From an optimization exercise on the open Yosys and OpenROAD flow, aimed at small area and a short achievable clock period; shortcuts taken in it are not production practice.
At most, simulation tests tie the RTL to the original design; equivalence was not proved.
For run 1, only the layout was checked, not whether the RTL still works.
No activity file was given, so power comes from the tool's default toggle rates.

==> flow/design.v, too long to show whole: its modules and the start of the top module <==
// module SAD_cal: 12128 lines
// module SAD_fa: 6 lines
// module SAD_ha: 6 lines
// module SAD_andn: 5 lines
// module SAD_nandn: 5 lines
// module SAD_xor: 5 lines
// module SAD_xnor: 5 lines
// module SAD_nand: 5 lines
// module SAD_nor: 5 lines
// module SAD_aoi: 5 lines
// module SAD_oai: 5 lines
// module SAD_inv: 5 lines
// module SAD_absdiff: 22 lines
module SAD_cal(rstn,clk,din,refi,cal_en,sad,sad_val);
  // ...
==> flow/flow/run.sh <==
#!/bin/bash
# The standard layout (standard.sh) with three changes to how the layout is made:
#  - plain buf_1 cells as the port buffers instead of the delay cells buffer_ports picks;
#  - I/O pins allowed on every routing track of the die's edge, so the die can be smaller;
#  - the clock pin placed first (io_pre.tcl) in a stretch of edge kept free of other pins,
#    because the clock net's wider-spacing routing rule clashes with pins one track away.
set -euo pipefail
export BUFFER_PORTS_ARGS="-buffer_cell sky130_fd_sc_hd__buf_1"
export PLACE_PINS_ARGS="-min_distance 1 -min_distance_in_tracks -exclude top:225-255"
export PRE_IO_PLACEMENT_TCL="$PWD/flow/io_pre.tcl"
export ROUTING_LAYER_ADJUSTMENT=0.10
bash standard.sh > standard.log 2>&1
==> flow/flow/io_pre.tcl <==
# Clock pin in the middle of the top edge; place_pins keeps other pins out of top:225-255.
place_pin -pin_name clk -layer met2 -location {240 480} -pin_size {0.14 0.97} -force_to_die_boundary
==> flow/standard.sh <==
#!/bin/bash
# synth_recipe.tcl (not shown) runs the flow's synth.tcl, then flattens the netlist and writes it again
# the make line also repeats each setting of config.mk as NAME=value (left out here)
make -C /OpenROAD-flow-scripts/flow DESIGN_CONFIG=/design/flow/config.mk WORK_HOME=/design/flow/orfs CLKGATE_MAP_FILE= SYNTH_SCRIPT=/design/flow/synth_recipe.tcl "${@:-finish}"
==> flow/config.mk <==
export PLATFORM = sky130hd
export DESIGN_NAME = SAD_cal
export DESIGN_NICKNAME = SAD_cal
export VERILOG_FILES = /design/flow/design.v
export SDC_FILE = /design/flow/constraint.sdc
export NUM_CORES = 4
export LEC_CHECK = 0
export CAP_MARGIN = 20
export CORE_AREA = 12 12 468 468
export DIE_AREA = 0 0 480 480
export PLACE_DENSITY = 0.75
export SETUP_SLACK_MARGIN = 1.0
export SLEW_MARGIN = 20
export SYNTH_HIERARCHICAL = 1
==> flow/constraint.sdc <==
create_clock -name core_clock -period 4.0 [get_ports {clk}]
set_input_delay 0.8000 -clock core_clock [delete_from_list [all_inputs] [get_ports {clk}]]
set_output_delay 0.8000 -clock core_clock [all_outputs]
set_load 0.01 [all_outputs]
==> run summary, run 1 <==
# nets final=14,800; Repair and plain buffers=2,072; cell-by-cell listing of the critical path=ha_1 > fa_1 > ha_1 > nand2_1 > or3_1 > nand2_1 > a2111oi_0 > nor3_1; # IOs=2,067; CP Class=flop to flop; final setup TNS=0 ns; Comb group=69.4 mW; Pleak=40.9 nW; status=finished clean; Hold Crit Depth=1; post-synthesis mux area share=0; largest net degree at the start of global routing=18; Distinct cells, synth=30; CP Data Arrival Time=3.38 ns; commonest non-fill, non-tap cell in the layout=buf_1; vias per inst=5.24; Initial Util=0.460; GPL Wtd Cong=1.10; final instance area=111,000 µm²; sequential fraction of the synthesis area=0.240; CP peak stage delay=0.46 ns; Max Slew Vio Count=0; chip height=480 µm; Worst-Skew Late Latency=0.76 ns; uppermost routed layer=met5; Post-DP HPWL=374 mm; CP startpoint=r3337; Seq group=23.2 mW; DP Area=106,000 µm²; area of the mapped netlist=95,100 µm²; CP Launch Type=flop; WL met2=187 mm; commonest cells after routing, fill and taps aside=buf_1 (2,067), xnor2_1 (1,668), xor2_1 (1,475); die width=480 µm; Yosys top cell area share=0.238; TritonCTS clock tree=built; Synth Area in Compound Gates=0.116
==> run 2, diff against run 1 <==
--- a/flow/design.v
+++ b/flow/design.v
@@ -8673,31 +8673,31 @@
 wire s3309, c3310;
 wire s3311, c3312;
 wire s3313, c3314;
 wire s3315, c3316;
 wire s3317, c3318;
 wire s3319, c3320;
 wire s3321, c3322;
 wire s3323, c3324;
-wire s3357, c3358;
-wire s3359, c3360;
-wire s3361, c3362;
-wire s3363, c3364;
+wire s3325, c3326;
+wire s3327, c3328;
+wire s3329, c3330;
+wire s3331, c3332;
+wire s3333, c3334;
+wire s3335, c3336;
+wire s3337, c3338;
+wire s3339, c3340;
 wire s3365, c3366;
 wire s3367, c3368;
 wire s3369, c3370;
 wire s3371, c3372;
 wire s3373, c3374;
 wire s3375, c3376;
 wire s3377, c3378;
-wire s3379, c3380;
-wire s3381, c3382;
-wire s3383, c3384;
-wire s3385, c3386;
 SAD_fa u_s1 (.a(e0[0]), .b(C_0), .c(x0_1), .s(s1), .co(c2));
 SAD_fa u_s3 (.a(e2[0]), .b(C_2), .c(x0_3), .s(s3), .co(c4));
 SAD_fa u_s5 (.a(e4[0]), .b(C_4), .c(x0_5), .s(s5), .co(c6));
 SAD_fa u_s7 (.a(e6[0]), .b(C_6), .c(x0_7), .s(s7), .co(c8));
 SAD_fa u_s9 (.a(e8[0]), .b(C_8), .c(x0_9), .s(s9), .co(c10));
 SAD_fa u_s11 (.a(e10[0]), .b(C_10), .c(x0_11), .s(s11), .co(c12));
 SAD_fa u_s13 (.a(e12[0]), .b(C_12), .c(x0_13), .s(s13), .co(c14));
 SAD_fa u_s15 (.a(e14[0]), .b(C_14), .c(x0_15), .s(s15), .co(c16));
@@ -9808,31 +9808,31 @@
 SAD_fa u_s3309 (.a(c3278), .b(s3279), .c(s3281), .s(s3309), .co(c3310));
 SAD_fa u_s3311 (.a(c3280), .b(c3282), .c(s3283), .s(s3311), .co(c3312));
 SAD_fa u_s3313 (.a(c3284), .b(c3286), .c(s3287), .s(s3313), .co(c3314));
 SAD_fa u_s3315 (.a(s3261), .b(c3288), .c(c3290), .s(s3315), .co(c3316));
 SAD_fa u_s3317 (.a(c3292), .b(c3294), .c(s3295), .s(s3317), .co(c3318));
 SAD_fa u_s3319 (.a(c3296), .b(c3298), .c(s3299), .s(s3319), .co(c3320));
 SAD_fa u_s3321 (.a(s3273), .b(c3300), .c(c3302), .s(s3321), .co(c3322));
 SAD_fa u_s3323 (.a(c3274), .b(s3275), .c(c3304), .s(s3323), .co(c3324));
-SAD_ha u_s3357 (.a(r3337), .b(r3338), .s(s3357), .co(c3358));
-SAD_ha u_s3359 (.a(r3341), .b(r3342), .s(s3359), .co(c3360));
-SAD_ha u_s3361 (.a(r3344), .b(r3345), .s(s3361), .co(c3362));
-SAD_ha u_s3363 (.a(r3347), .b(r3348), .s(s3363), .co(c3364));
+SAD_fa u_s3325 (.a(s3285), .b(c3310), .c(s3311), .s(s3325), .co(c3326));
+SAD_fa u_s3327 (.a(s3289), .b(c3312), .c(s3313), .s(s3327), .co(c3328));
+SAD_fa u_s3329 (.a(s3291), .b(s3293), .c(c3314), .s(s3329), .co(c3330));
+SAD_fa u_s3331 (.a(s3297), .b(c3316), .c(s3317), .s(s3331), .co(c3332));
+SAD_fa u_s3333 (.a(s3301), .b(c3318), .c(s3319), .s(s3333), .co(c3334));
+SAD_fa u_s3335 (.a(s3303), .b(c3320), .c(s3321), .s(s3335), .co(c3336));
+SAD_fa u_s3337 (.a(s3305), .b(c3322), .c(s3323), .s(s3337), .co(c3338));
+SAD_fa u_s3339 (.a(c3306), .b(s3307), .c(c3324), .s(s3339), .co(c3340));
 SAD_ha u_s3365 (.a(r3350), .b(r3351), .s(s3365), .co(c3366));
 SAD_ha u_s3367 (.a(r3353), .b(r3354), .s(s3367), .co(c3368));
-SAD_ha u_s3369 (.a(r3331), .b(r3332), .s(s3369), .co(c3370));
-SAD_fa u_s3371 (.a(r3334), .b(r3335), .c(r3336), .s(s3371), .co(c3372));
-SAD_fa u_s3373 (.a(r3339), .b(r3340), .c(s3357), .s(s3373), .co(c3374));
-SAD_fa u_s3375 (.a(r3343), .b(c3358), .c(s3359), .s(s3375), .co(c3376));
-SAD_fa u_s3377 (.a(r3346), .b(c3360), .c(s3361), .s(s3377), .co(c3378));
-SAD_fa u_s3379 (.a(r3349), .b(c3362), .c(s3363), .s(s3379), .co(c3380));
-SAD_fa u_s3381 (.a(r3352), .b(c3364), .c(s3365), .s(s3381), .co(c3382));
-SAD_fa u_s3383 (.a(r3355), .b(c3366), .c(s3367), .s(s3383), .co(c3384));
-SAD_ha u_s3385 (.a(r3356), .b(c3368), .s(s3385), .co(c3386));
+SAD_ha u_s3369 (.a(r3355), .b(r3356), .s(s3369), .co(c3370));
+SAD_ha u_s3371 (.a(r3357), .b(r3358), .s(s3371), .co(c3372));
+SAD_ha u_s3373 (.a(r3359), .b(r3360), .s(s3373), .co(c3374));
+SAD_ha u_s3375 (.a(r3361), .b(r3362), .s(s3375), .co(c3376));
+SAD_ha u_s3377 (.a(r3363), .b(r3364), .s(s3377), .co(c3378));
 reg r761;
 reg r762;
 reg r763;
 reg r764;
 reg r765;
 reg r766;
 reg r767;
 reg r768;
@@ -10907,48 +10907,40 @@
 reg r3227;
 reg r3228;
 reg r3229;
 reg r3230;
 reg r3231;
 reg r3232;
 reg r3233;
 reg r3234;
-reg r3325;
-reg r3326;
-reg r3327;
-reg r3328;
-reg r3329;
-reg r3330;
-reg r3331;
-reg r3332;
-reg r3333;
-reg r3334;
-reg r3335;
-reg r3336;
-reg r3337;
-reg r3338;
-reg r3339;
-reg r3340;
 reg r3341;
 reg r3342;
 reg r3343;
 reg r3344;
 reg r3345;
 reg r3346;
 reg r3347;
 reg r3348;
 reg r3349;
 reg r3350;
 reg r3351;
 reg r3352;
 reg r3353;
 reg r3354;
 reg r3355;
 reg r3356;
+reg r3357;
+reg r3358;
+reg r3359;
+reg r3360;
+reg r3361;
+reg r3362;
+reg r3363;
+reg r3364;
 always @(posedge clk) begin
     r761 <= s1;
     r762 <= s3;
     r763 <= s5;
     r764 <= s7;
     r765 <= s9;
     r766 <= s11;
     r767 <= s13;
@@ -12024,51 +12016,43 @@
     r3227 <= s3154;
     r3228 <= s3088;
     r3229 <= c3151;
     r3230 <= c3153;
     r3231 <= c3155;
     r3232 <= s3156;
     r3233 <= c3089;
     r3234 <= c3157;
-    r3325 <= r3158;
-    r3326 <= r3159;
-    r3327 <= r3160;
-    r3328 <= s3235;
-    r3329 <= s3277;
-    r3330 <= s3309;
-    r3331 <= s3285;
-    r3332 <= c3310;
-    r3333 <= s3311;
-    r3334 <= s3289;
-    r3335 <= c3312;
-    r3336 <= s3313;
-    r3337 <= s3291;
-    r3338 <= s3293;
-    r3339 <= c3314;
-    r3340 <= s3315;
-    r3341 <= s3297;
-    r3342 <= c3316;
-    r3343 <= s3317;
-    r3344 <= s3301;
-    r3345 <= c3318;
-    r3346 <= s3319;
-    r3347 <= s3303;
-    r3348 <= c3320;
-    r3349 <= s3321;
-    r3350 <= s3305;
-    r3351 <= c3322;
-    r3352 <= s3323;
-    r3353 <= c3306;
-    r3354 <= s3307;
-    r3355 <= c3324;
-    r3356 <= c3308;
+    r3341 <= r3158;
+    r3342 <= r3159;
+    r3343 <= r3160;
+    r3344 <= s3235;
+    r3345 <= s3277;
+    r3346 <= s3309;
+    r3347 <= s3325;
+    r3348 <= c3326;
+    r3349 <= s3327;
+    r3350 <= s3315;
+    r3351 <= c3328;
+    r3352 <= s3329;
+    r3353 <= c3330;
+    r3354 <= s3331;
+    r3355 <= c3332;
+    r3356 <= s3333;
+    r3357 <= c3334;
+    r3358 <= s3335;
+    r3359 <= c3336;
+    r3360 <= s3337;
+    r3361 <= c3338;
+    r3362 <= s3339;
+    r3363 <= c3308;
+    r3364 <= c3340;
 end
-wire [15:0] opa = {1'b0, c3386, c3384, c3382, c3380, c3378, c3376, c3374, c3372, c3370, r3333, r3330, r3329, r3328, r3327, r3325};
-wire [15:0] opb = {1'b0, 1'b0, s3385, s3383, s3381, s3379, s3377, s3375, s3373, s3371, s3369, 1'b0, 1'b0, 1'b0, 1'b0, r3326};
+wire [15:0] opa = {1'b0, c3378, c3376, c3374, c3372, c3370, c3368, c3366, r3352, r3348, r3347, r3346, r3345, r3344, r3343, r3341};
+wire [15:0] opb = {1'b0, 1'b0, s3377, s3375, s3373, s3371, s3369, s3367, s3365, r3349, 1'b0, 1'b0, 1'b0, 1'b0, 1'b0, r3342};
 wire [15:0] pp = opa ^ opb;
 wire [15:0] gg = opa & opb;
 wire sg0_1 = gg[1] | pp[1] & gg[0];
 wire sg0_3 = gg[3] | pp[3] & gg[2];
 wire sp0_3 = pp[3] & pp[2];
 wire sg0_5 = gg[5] | pp[5] & gg[4];
 wire sp0_5 = pp[5] & pp[4];
 wire sg0_7 = gg[7] | pp[7] & gg[6];
==> flow/config.mk (replaced) <==
export PLATFORM = sky130hd
export DESIGN_NAME = SAD_cal
export DESIGN_NICKNAME = SAD_cal
export VERILOG_FILES = /design/flow/design.v
export SDC_FILE = /design/flow/constraint.sdc
export NUM_CORES = 4
export LEC_CHECK = 0
export CAP_MARGIN = 20
export CORE_AREA = 12 12 468 468
export DIE_AREA = 0 0 480 480
export PLACE_DENSITY = 0.85
export SETUP_SLACK_MARGIN = 1.0
export SLEW_MARGIN = 20
export SYNTH_HIERARCHICAL = 1
==> run summary, run 2 <==
Tightest Pin Transition=0.825 ns (was 0.918 ns); Reg with most FFs=total_q (unchanged); CP Class=primary input to flop (was flop to flop); post-CTS sizing=0 (unchanged); largest family of logic cells by synthesized area=XOR/XNOR gates (unchanged); GRT overflow=0 (unchanged); Final Util=0.536 (about the same); Filler Cells Inserted=18,800 (was 19,200); # nets final=14,800 (about the same); Hold Vio Cnt, Final=0 (unchanged); DR DRC count=0 (unchanged); post-synthesis mux area share=0 (unchanged); maximum VDD drop=744 µV (was 791 µV); total track usage=0.368 (was 0.349); commonest non-fill, non-tap cell in the layout=buf_1 (unchanged); Post-synth top cells=xnor2_1 (1,667), xor2_1 (1,476), o21ai_1 (1,281) (was xnor2_1 (1,668), xor2_1 (1,475), o21ai_1 (1,281)); status=finished clean (unchanged); Initial DRT Pass Iterations=8 (was 6); final worst path period share=0.643 (was 0.702); Post-DP HPWL=395 mm (was 374 mm); endpoints failing setup=0 (unchanged); final critical-path required period=2.57 ns (was 2.81 ns); Synth Area in Compound Gates=0.116 (about the same); vias in the first global route=79,700 (was 78,400); Synth Instances=9,433 (was 9,441); WL/cell=30.0 µm (was 28.4 µm); share of layout cells above drive strength 1=0.0607 (was 0.0616); Max-cap violations=0 (unchanged); largest net degree at the start of global routing=18 (unchanged); die width=480 µm (unchanged); Inserted Clock Buffers=113 (was 117); power density over the cells=955 nW/µm² (was 941 nW/µm²); Inst Count DP=14,200 (about the same); global-route wire length before repair=596 mm (was 568 mm); Cell Count, Final, Fillers Out=14,700 (about the same); P&R area growth vs syn=16.9% (was 16.7%); Post-Synth XOR/XNOR Area=0.290 (about the same); GRT met3 Usage=0.126 (was 0.118); Yosys reg bits=1,129 (was 1,137); Reg clk slew, reported paths=0.07 ns (about the same); Routed WL=441 mm (was 418 mm); GPL Wtd Cong=1.16 (was 1.10); synth top area cells=fa_1 (24%), dfxtp_1 (24%), xnor2_1 (15%) (was dfxtp_1 (24%), fa_1 (24%), xnor2_1 (15%)); number of DRC markers in iteration 0=7,170 (was 6,230); final hold slack=0.148 ns (was 0.154 ns); Synth area leader=fa_1 (was dfxtp_1); vias per inst=5.34 (was 5.24); Worst-Skew Late Latency=0.77 ns (was 0.76 ns); CP peak stage delay=0.64 ns (was 0.46 ns); syn_area_per_cell=10.1 µm² (about the same); row count=167 (unchanged); Final WS setup=1.43 ns (was 1.19 ns); Post-synth EDFFs=0 (unchanged); Max Slew Vio Count=0 (unchanged); CTS H-tree depth=3 (unchanged); Req. time, crit path=4.62 ns (was 4.57 ns); relative slew slack=0.448 (was 0.388); Regs by FF count=total_q x16, vld x5 (unchanged); worst hold path type=primary input to flop (unchanged); element type at the critical path end=flop (unchanged); Max FO, Critical Path=6 (was 4); commonest cells after routing, fill and taps aside=buf_1 (2,067), xnor2_1 (1,667), xor2_1 (1,476) (was buf_1 (2,067), xnor2_1 (1,668), xor2_1 (1,475)); final setup TNS=0 ns (unchanged); Yosys top cell area share=0.238 (about the same); count leader, synth=xnor2_1 (unchanged); syn_nets=12,600 (about the same); Pleak=40.8 nW (was 40.9 nW); initial antenna violation count=375 (was 308); met2 usage=0.579 (was 0.549); GR peak layer=met2 (unchanged); Distinct cells, synth=32 (was 30); sequential fraction of the synthesis area=0.238 (was 0.240); CP Launch Type=primary input (was flop); worst slack, placed=0.817 ns (was 0.781 ns); Adder-Cell Fraction of Synth Area=0.241 (was 0.240); TritonCTS clock tree=built (unchanged); Top FF cell, synth=dfxtp_1 (unchanged); vias after detailed routing=78,600 (was 76,900); remaining antenna violation count=0 (unchanged); FFs w/ async S/R, synth=0.00443 (was 0.00440); # IOs=2,067 (unchanged); CP Data Arrival Time=3.19 ns (was 3.38 ns); simple-gate share of the synthesized area=0.0966 (was 0.0965); die area=230,000 µm² (unchanged); max reg flops=16 (unchanged); cell-by-cell listing of the critical path=buf_1 > nand2b_1 > o21ai_1 > a21oi_2 > o21ai_1 > a21oi_2 > xor2_1 > xnor2_1 > fa_1 (was ha_1 > fa_1 > ha_1 > nand2_1 > or3_1 > nand2_1 > a2111oi_0 > nor3_1); Worst path slowest cell=o21ai_1 (was fa_1); Initial Util=0.459 (was 0.460); synth warn=7 (unchanged); GR Layer Usage met1=0.403 (was 0.391); core area=207,000 µm² (unchanged); clock skew=0.0492 ns (was 0.0587 ns); Max clock buf depth=3 (unchanged); chip height=480 µm (unchanged); fmax=389 MHz (was 356 MHz); IO buf count=2,067 (unchanged); RSZ-0062 raised after global routing=false (unchanged); area of the mapped netlist=94,900 µm² (was 95,100 µm²); CTS sink count=1,129 (was 1,137); root buffer cell=clkbuf_16 (unchanged)
## run 2: cell types whose count changed after synthesis, moves of 3 or more
cell	before	now
a21oi_2	515	512
nor3_1	3	0
a21oi_1	4	7
nand2b_1	1024	1028
nor2_1	454	450
o21ai_0	1	4
dfxtp_1	1132	1124
## run 2: path summary, 6_finish.rpt
check                      startpoint  endpoint  slack, ns  depth (start not counted)
max in group asynchronous        rstn    vld[3]       3.38                          2
min in group asynchronous        rstn    vld[4]       0.41                          2
min reg2reg                     r3160     r3343       0.33                          0
max                         refi[808]     r1396       1.43                          9
max reg2reg                     r3170     r3349       1.52                          4
min                            cal_en    vld[0]       0.15                          1
## run 2: worst max-delay path, delay by kind of cell
kind                       cells  cell delay, ns
xor gates and xnor gates       2            0.41
and+or+nand+nor                1            0.17
adders and majority gates      1            0.48
buffers and inverters          1            0.09
AOI/OAI and AO/OA              4            1.25
## run 2: area by class of cell
class / instances / area, µm² / area share
multi-input combinational: 7853 / 70600 / 0.636
sequential: 1129 / 22600 / 0.204
timing repair buffer: 2068 / 7770 / 0.0700
tap: 2704 / 3380 / 0.0305
clock buffer: 145 / 3110 / 0.0280
inverter: 449 / 1690 / 0.0152
clock inverter: 69 / 1030 / 0.00927
antenna: 296 / 741 / 0.00668
## run 2: routing by layer
metal	share of wire	routed length, µm	up-vias
met1	0.35	156000	37700
met4	0.096	42300	132
met3	0.099	43700	1593
li1	-	-	34800
met2	0.45	198000	4329
met5	0.0019	849	-
## run 2: through the flow
step,instance area [µm²],total power [mW]
floorplan,94900,55.6
global placement,106000,88.5
detailed placement,106000,91.9
CTS,110000,105
global route,111000,112
finish,111000,106
## run 2: logic make-up (layout without fill, tap and decap cells)
| family | after synthesis | in the layout |
|---|---|---|
| XOR/XNOR | 3143 | 3143 |
| AO/OA/AOI/OAI | 1813 | 1813 |
| AND/OR/NAND/NOR | 1749 | 1749 |
| adder cells (fa/ha/maj) | 1148 | 1148 |
| flip-flops | 1129 | 1129 |
| buffers and inverters | 451 | 2731 |
| other | 0 | 296 |
## run 2: modules after synthesis (local to each module, per instance)
module | flops+latches | cells | copies in the design
SAD_cal | 1129 | 1194 | 1
SAD_fa | 0 | 1 | 1128
SAD_ha | 0 | 1 | 7
SAD_aoi | 0 | 1 | 512
SAD_xnor | 0 | 1 | 1664
SAD_xor | 0 | 1 | 1472
SAD_nandn | 0 | 1 | 1024
SAD_oai | 0 | 1 | 1280
SAD_inv | 0 | 1 | 448
SAD_nand | 0 | 1 | 256
SAD_nor | 0 | 1 | 448
## run 2: power by group
| group | internal, mW | switching, mW |
|---|---|---|
| Clock | 6.80 | 4.96 |
| Combinational | 27.7 | 43.1 |
| Sequential | 18.9 | 4.36 |
## run 2: what timing repair did
item | 4_1_cts | 5_1_grt
hold buffers | 1 | 0
buffers inserted | 0 | 0
endpoints found under the hold margin | 5 | 0
==> run 3, diff against run 2 <==
--- a/flow/config.mk
+++ b/flow/config.mk
@@ -9,5 +9,5 @@
 export CORE_AREA = 12 12 468 468
 export DIE_AREA = 0 0 480 480
-export PLACE_DENSITY = 0.85
+export PLACE_DENSITY = 0.75
 export SETUP_SLACK_MARGIN = 1.0
 export SLEW_MARGIN = 20
==> run summary, run 3 <==
fmax=396 MHz (was 389 MHz); R2R Setup Slk=1.48 ns (was 1.52 ns); # nets final=14,800 (about the same); setup bufs post-CTS=0 (unchanged); Synth area leader=fa_1 (unchanged); share of layout cells above drive strength 1=0.0615 (was 0.0607); number of DRC markers in iteration 0=6,219 (was 7,170); FFs w/ async S/R, synth=0.00443 (unchanged); Hold Crit Depth=1 (unchanged); Max FO, Critical Path=1 (was 6); remaining antenna violation count=0 (unchanged); IO buf count=2,067 (unchanged); Hold Buf Count CTS=1 (unchanged); Synth Instances=9,433 (unchanged); synth top area cells=fa_1 (24%), dfxtp_1 (24%), xnor2_1 (15%) (unchanged); Inst Count DP=14,200 (about the same); Hold Startpoint=cal_en (unchanged); initial antenna violation count=343 (was 375); Max Slew Vio Count=0 (unchanged); endpoints failing setup=0 (unchanged); Reg clk slew, reported paths=0.07 ns (about the same); TritonCTS clock tree=built (unchanged); final hold slack=0.153 ns (was 0.148 ns); Initial Util=0.459 (unchanged); Tightest Pin Transition=1.06 ns (was 0.825 ns); Post-synth EDFFs=0 (unchanged); Hold Vio Cnt, Final=0 (unchanged); relative slew slack=0.289 (was 0.448); sequential fraction of the synthesis area=0.238 (unchanged); max reg flops=16 (unchanged); final worst path period share=0.631 (was 0.643); Met3 Wirelength=41.7 mm (was 43.7 mm); clock skew=0.0426 ns (was 0.0492 ns); Reg area=22,600 µm² (unchanged); die area=230,000 µm² (unchanged); area of the mapped netlist=94,900 µm² (unchanged); die width=480 µm (unchanged); count leader, synth=xnor2_1 (unchanged); dominant cell type by count on the critical path=fa_1; CTS H-tree depth=3 (unchanged); row count=167 (unchanged); uppermost routed layer=met5 (unchanged); Metal-1 WL=155 mm (was 156 mm); Reg with most FFs=total_q (unchanged); core area=207,000 µm² (unchanged); # IOs=2,067 (unchanged); Pleak=40.8 nW (about the same); Post-DP HPWL=373 mm (was 395 mm); syn_area_per_cell=10.1 µm² (unchanged); Routed WL=419 mm (was 441 mm); Regs by FF count=total_q x16, vld x5 (unchanged); Max clock buf depth=3 (unchanged); syn_nets=12,600 (unchanged); Filler Cells Inserted=19,100 (was 18,800); synth warn=7 (unchanged); CP Launch Type=flop (was primary input); reg2reg end=r2647 (was r3349); Pwr Total=105 mW (was 106 mW); post-CTS sizing=0 (unchanged); WL/cell=28.5 µm (was 30.0 µm); vias in the first global route=78,000 (was 79,700); P&R area growth vs syn=16.8% (was 16.9%); maximum VDD drop=816 µV (was 744 µV); cell family with most CP delay=adder cells (was compound AO/OA/AOI/OAI gates); RSZ-0062 raised after global routing=false (unchanged); root buffer cell=clkbuf_16 (unchanged); Final WS setup=1.48 ns (was 1.43 ns); worst hold path type=primary input to flop (unchanged); Worst R2R Path Depth=3 (was 4); Cell Count, Final, Fillers Out=14,700 (about the same); Worst path slowest cell=fa_1 (was o21ai_1); worst slack, placed=0.780 ns (was 0.817 ns); cell-by-cell listing of the critical path=fa_1 > fa_1 > fa_1 (was buf_1 > nand2b_1 > o21ai_1 > a21oi_2 > o21ai_1 > a21oi_2 > xor2_1 > xnor2_1 > fa_1); final critical-path required period=2.52 ns (was 2.57 ns); status=finished clean (unchanged); Distinct cells, synth=32 (unchanged); chip height=480 µm (unchanged); commonest cells after routing, fill and taps aside=buf_1 (2,067), xnor2_1 (1,667), xor2_1 (1,476) (unchanged); CP Class=flop to flop (was primary input to flop); area of the multi-input gates=70,600 µm² (unchanged); final setup TNS=0 ns (unchanged); largest net degree at the start of global routing=17 (was 18); worst reg2reg path startpoint=r974 (was r3170); total track usage=0.352 (was 0.368); global-route wire length before repair=572 mm (was 596 mm); element type at the critical path end=flop (unchanged); CP peak stage delay=0.90 ns (was 0.64 ns); CP bufs+invs=0 (was 1); Yosys top cell area share=0.238 (unchanged); Inserted Clock Buffers=117 (was 113); vias after detailed routing=77,200 (was 78,600); DR DRC count=0 (unchanged); Post-synth top cells=xnor2_1 (1,667), xor2_1 (1,476), o21ai_1 (1,281) (unchanged); Top FF cell, synth=dfxtp_1 (unchanged); CTS sink count=1,129 (unchanged); CP Data Arrival Time=3.14 ns (was 3.19 ns); vias per inst=5.25 (was 5.34); Max-cap violations=0 (unchanged); Initial DRT Pass Iterations=6 (was 8); Hold Path End=vld[0] (unchanged); WL met2=185 mm (was 198 mm); commonest non-fill, non-tap cell in the layout=buf_1 (unchanged); power density over the cells=944 nW/µm² (was 955 nW/µm²); Req. time, crit path=4.62 ns (about the same); Yosys reg bits=1,129 (unchanged); GRT overflow=0 (unchanged); GPL Wtd Cong=1.14 (was 1.16); Worst-Skew Late Latency=0.76 ns (was 0.77 ns)
-- run 3: how the worst max path moves through the flow --
stage / cells after the start / from / slack (ns) / to
3_3_place_gp: 7 / refi[224] / 0.81 / r775
6_report: 3 / r974 / 1.48 / r2647
4_1_cts: 1 / total_q[15] / 1.48 / sad[15]
3_5_place_dp: 7 / refi[224] / 0.78 / r775
2_1_floorplan: 8 / refi[9] / 1.45 / r1363
5_1_grt: 9 / din[985] / 1.36 / r1404
-- run 3: cells by family (layout without fill, tap and decap cells) --
kind of cell | Yosys count | in the layout | synth area share
xor+xnor | 3143 | 3143 | 0.290
fa+ha+maj | 1148 | 1148 | 0.241
compound gates | 1813 | 1813 | 0.116
simple gates | 1749 | 1749 | 0.0966
flops | 1129 | 1129 | 0.238
other cells | 0 | 276 | 0
buf+inv | 451 | 2738 | 0.0179
-- run 3: layer usage --
metal	up-vias	global-route usage
met5	-	0.0113
met4	130	0.260
met3	1494	0.125
met2	4026	0.541
met1	36700	0.401
li1	34800	-
-- run 3: report_power, final --
part / internal, mW / switching, mW / total [mW]
sequential: 18.9 / 4.12 / 23.0
clock: 6.65 / 4.97 / 11.6
combinational: 27.3 / 42.6 / 70.0
total: 52.9 / 51.7 / 105
-- run 3: worst register-to-register path, stage by stage, from the launching register on --
cell	delay, ns
dfxtp_1	0.36
fa_1	0.57
fa_1	0.90
fa_1	0.57
-- run 3: per-module statistics from Yosys (local to each module, per instance), a selection --
module | cells inside | times used | flip-flops and latches
SAD_oai | 1 | 1280 | 0
SAD_nand | 1 | 256 | 0
SAD_inv | 1 | 448 | 0
SAD_cal | 1194 | 1 | 1129
SAD_aoi | 1 | 512 | 0
SAD_xor | 1 | 1472 | 0
-- run 3: layout make-up --
| class | count | area share |
|---|---|---|
| diodes | 276 | 0.00623 |
| inverters | 449 | 0.0152 |
| repair buffers | 2069 | 0.0702 |
| clock inverters | 69 | 0.00744 |
| clock buffers | 151 | 0.0295 |
| well taps | 2704 | 0.0305 |
| flip-flops and latches | 1129 | 0.204 |
| multi-input cells | 7853 | 0.637 |
-- run 3: metrics by stage --
stage / area [µm²] / utilization
5_1_grt: 111000 / 0.534
2_1_floorplan: 94900 / -
3_5_place_dp: 106000 / 0.513
6_report: 111000 / 0.536
3_3_place_gp: 106000 / 0.513
4_1_cts: 110000 / 0.532

[re-timing with driven ports]
In the flow no input, the clock included, has a driving cell. The finished layouts below were timed again as built, in two steps. Step 1, drivers: a clkbuf_16 drives clk and a buf_2 each remaining input, both assumed. Step 2 times the ports against the registers' clock, not the clock port: input delays grow and output delays shrink by t, the midpoint of the rising clock arrivals with the driver on. Three values: ideal ports, drivers, drivers and shift; two values: the first two.
run	t, ns	setup slack, ns	hold WS [ns]	worst setup path at the end	worst register clock-pin slew, ns
run 1	0.796	1.193 / 1.150 / 0.353	0.154 / 0.142 / 0.327	input to register	0.08 / 0.08
run 2	0.813	1.428 / 1.457 / 0.644	0.148 / 0.141 / 0.327	input to register	0.07 / 0.07
run 3	0.814	1.477 / 1.458 / 0.668	0.153 / 0.125 / 0.330	input to register	0.07 / 0.07
After both steps setup and hold are still met in every run listed. For run 1, which loses most, drivers alone change the setup slack by -0.043 ns; drivers and shift together by -0.840 ns.
